Source: an optimization exercise on an open RTL-to-GDS flow (aim: small area). Production flows keep margins and buffers that such runs may drop. Where RTL was checked, it was by simulation tests only, not by an equivalence proof against the original.

Design ov5640_cfg_top, start of the top module:
module ov5640_cfg_top(
    input               clk_50M     ,
    input               rst_n       ,
    output              cmos_reset  ,
    output              cmos_pwdn   ,
    output              cmos_sclk   ,
    output              cmos_sdat_o ,
    output              cmos_sdat_oe,
    output              cfg_done    
);
reg     [8:0]   c   ;
reg     [6:0]   t   ;
reg     [8:0]   x   ;
wire            pu   = x[8] & x[7]                  ;    
wire            fin  = x[8] & ~x[7] & x[5] & x[4]   ;    
wire            tick = &c                           ;
always @(posedge clk_50M or negedge rst_n) begin
    if (rst_n == 1'b0) begin
        c   <=  9'd256  ;
        t   <=  7'd12   ;
        x   <=  9'd476  ;
    end else begin
        c   <=  c + 1'd1    ;
        if (tick && !fin) begin
            if (t == 7'd78) begin
                t   <=  7'd0        ;
                x   <=  x + 1'd1    ;
            end else begin
                t   <=  t + 1'd1    ;
            end
        end
    end
end
wire    [24:0]  v = {x, t, c} ;
assign cmos_pwdn  = pu & (v < {9'd483, 7'd45, 9'd224}) ;
assign cmos_reset = ~(pu & (v < {9'd486, 7'd3, 9'd384})) ;
wire    [23:0]  q   ;
ov5640_cfg u_cfg (.a(x), .q(q)) ;
wire            hi  = c[8] ;     
wire    [6:0]   u   = t - 7'd3 ;             
reg             sd  ;
always @(*) begin
    case (u[6:1])
        6'd0 :  sd  =   ~u[0]   ;    
        6'd1 :  sd  =   1'b0    ;    
        6'd2 :  sd  =   1'b1    ;
        6'd3 :  sd  =   1'b1    ;
        6'd4 :  sd  =   1'b1    ;
        6'd5 :  sd  =   1'b1    ;
        6'd6 :  sd  =   1'b0    ;
        6'd7 :  sd  =   1'b0    ;
        6'd8 :  sd  =   1'b0    ;    
        6'd10:  sd  =   q[23]   ;
        6'd11:  sd  =   q[22]   ;
        6'd12:  sd  =   q[21]   ;
        6'd13:  sd  =   q[20]   ;
        6'd14:  sd  =   q[19]   ;
        6'd15:  sd  =   q[18]   ;
        6'd16:  sd  =   q[17]   ;
        6'd17:  sd  =   q[16]   ;
        6'd19:  sd  =   q[15]   ;
        6'd20:  sd  =   q[14]   ;
        6'd21:  sd  =   q[13]   ;
        6'd22:  sd  =   q[12]   ;
        6'd23:  sd  =   q[11]   ;
        6'd24:  sd  =   q[10]   ;
        6'd25:  sd  =   q[ 9]   ;
        6'd26:  sd  =   q[ 8]   ;
        6'd28:  sd  =   q[ 7]   ;
        6'd29:  sd  =   q[ 6]   ;
  ...
make LEC_CHECK=0 ABC_AREA=1 CAP_MARGIN=20 CORE_MARGIN=2 CORE_UTILIZATION=40 SLEW_MARGIN=20 finish   # period 20.0 ns
run.sh (not shown) runs the stock make flow with config.mk's settings and CLKGATE_MAP_FILE= SYNTH_SCRIPT=/design/flow/synth_recipe.tcl, a recipe that flattens the netlist after the stock synthesis.
The starting point aborted during synthesis.
==> next run, changes <==
- SYNTH_MEMORY_MAX_BITS: not set -> 16384
Result: This time the run completed without violations.
==> next run, changes <==
- ABC_AREA: 1 -> not set
- SYNTH_MEMORY_MAX_BITS: 16384 -> not set
The new run did not get past synthesis.
Function was not checked in any run of this note: the RTL went through the layout flow alone.

========
== the previous run ==
Another version of the RTL of ov5640_cfg_top (not shown whole).
Size in the first run: ~770 cells after synthesis, roughly 8 I/O pins, about 4600 µm² of cells after synthesis.
clock: 20.0 ns
lec_check: 0
abc_area: 1
cap_margin: 20
cell_pad_in_sites_detail_placement: 1
cell_pad_in_sites_global_placement: 1
core_margin: 2
core_utilization: 25
cts_buf_list: sky130_fd_sc_hd__clkbuf_4 sky130_fd_sc_hd__clkbuf_8
gpl_timing_driven: 0
place_density: 0.4
slew_margin: 20
synth_memory_max_bits: 16384
standard.sh (not shown) runs the stock make flow with config.mk's settings and CLKGATE_MAP_FILE= SYNTH_SCRIPT=/design/flow/synth_recipe.tcl, a recipe that flattens the netlist after the stock synthesis.
==> flow/flow/run.sh <==
#!/bin/bash
# Standard layout, except that the combinational logic of the standard
# synthesis is re-mapped for area before floorplanning. flow/resyn.tcl runs
# an ABC script on a netlist, keeping its flip-flops (names, cells and
# connections) as they are. Eight scripts (flow/resyn*.abc, deepsyn with
# different seeds) run on the standard netlist; four more (flow/refine*.abc)
# run on the smallest result; the smallest of all is laid out.
set -euo pipefail
W=$(pwd)
R=$W/orfs/results/sky130hd/ov5640_cfg_top/base
LIB=$FLOW_HOME/platforms/sky130hd/lib/sky130_fd_sc_hd__tt_025C_1v80.lib
bash standard.sh synth > $W/synth_std.log 2>&1
cp $R/1_2_yosys.v $W/1_2_yosys_std.v
resyn() {  # input netlist, output name, abc script
  RESYN_LIB=$LIB RESYN_IN=$1 RESYN_OUT=$W/$2.v RESYN_DONTUSE=$W/flow/dontuse.txt \
  RESYN_ABC=$3 yosys -c $W/flow/resyn.tcl > $W/$2.log 2>&1 || true
}
smallest() {  # names -> the one with the smallest area
  for n in "$@"; do
    a=$(grep 'Chip area' $W/$n.v.stat 2>/dev/null | awk '{print $NF}') && [ -n "$a" ] && echo "$a $n"
  done | sort -g | head -1 | awk '{print $2}'
}
for s in 0 1 2 3; do resyn $W/1_2_yosys_std.v resyn$s $W/flow/resyn$s.abc & done; wait
for s in 4 5 6 7; do resyn $W/1_2_yosys_std.v resyn$s $W/flow/resyn$s.abc & done; wait
b1=$(smallest resyn0 resyn1 resyn2 resyn3 resyn4 resyn5 resyn6 resyn7)
for s in 0 1 2 3; do resyn $W/$b1.v refine$s $W/flow/refine$s.abc & done; wait
best=$(smallest $b1 refine0 refine1 refine2 refine3)
grep -H 'Chip area' $W/*.v.stat > $W/resyn_areas.txt
echo "using $best" >> $W/resyn_areas.txt
cp $W/$best.v $R/1_2_yosys.v
rm -f $R/1_synth.odb $R/1_synth.sdc
bash standard.sh synth > $W/synth_odb.log 2>&1
bash standard.sh finish > $W/finish.log 2>&1
Other scripts of this flow, unchanged in this note and not shown: flow/flow/dontuse.txt, flow/flow/refine0.abc, flow/flow/refine1.abc, flow/flow/refine2.abc, flow/flow/refine3.abc, flow/flow/resyn.tcl, flow/flow/resyn0.abc, flow/flow/resyn1.abc, flow/flow/resyn2.abc, flow/flow/resyn3.abc, flow/flow/resyn4.abc, flow/flow/resyn5.abc, flow/flow/resyn6.abc, flow/flow/resyn7.abc
#### Input delta (the current run over the previous run)
- PLACE_DENSITY changed from 0.4 to 0.5
- CORE_UTILIZATION changed from 25 to 36
[summary]
Each of the runs, namely the previous run and the current run, reached the end of the flow and came out clean.
Worst clock skew on the final layout of the current run is on par with the previous run.
Global-route wire length before repair for the current run is lower than for the previous run.
Looking at global routing usage on met2, the current run sits above the previous run.

static timing again, ports no longer ideal:
The flow's constraints put no driver on any port. The routed layouts listed below were extracted and timed again, unchanged, in two steps. Step 1, drivers: a clkbuf_16 drives clk_50M and a buf_2 each remaining input, both assumed. Step 2 adds t to the input delays and takes it off the output delays; t is the mean of the earliest and latest rising clock arrival at the registers after step 1. Input paths then give back, and output paths get back, about the clock's delay inside the block. a / b / c = no drivers / after step 1 / after step 2; a / b = the first two.
| run | t (ns) | slack for setup (ns) | latest minus earliest clock arrival (ns) | slew at the worst register clock pin (ns) | cell pins on the clock port's net |
|---|---|---|---|---|---|
| the second run of note 1 | 0.285 | 10.769 / 10.741 / 11.026 | 0.004 / 0.004 | 0.07 / 0.07 | 1 |
| the previous run | 0.305 | 9.843 / 9.813 / 10.118 | 0.005 / 0.005 | 0.09 / 0.09 | 1 |
| the current run | 0.310 | 9.289 / 9.260 / 9.570 | 0.001 / 0.001 | 0.09 / 0.09 | 1 |
After both steps every run listed still meets setup and hold.
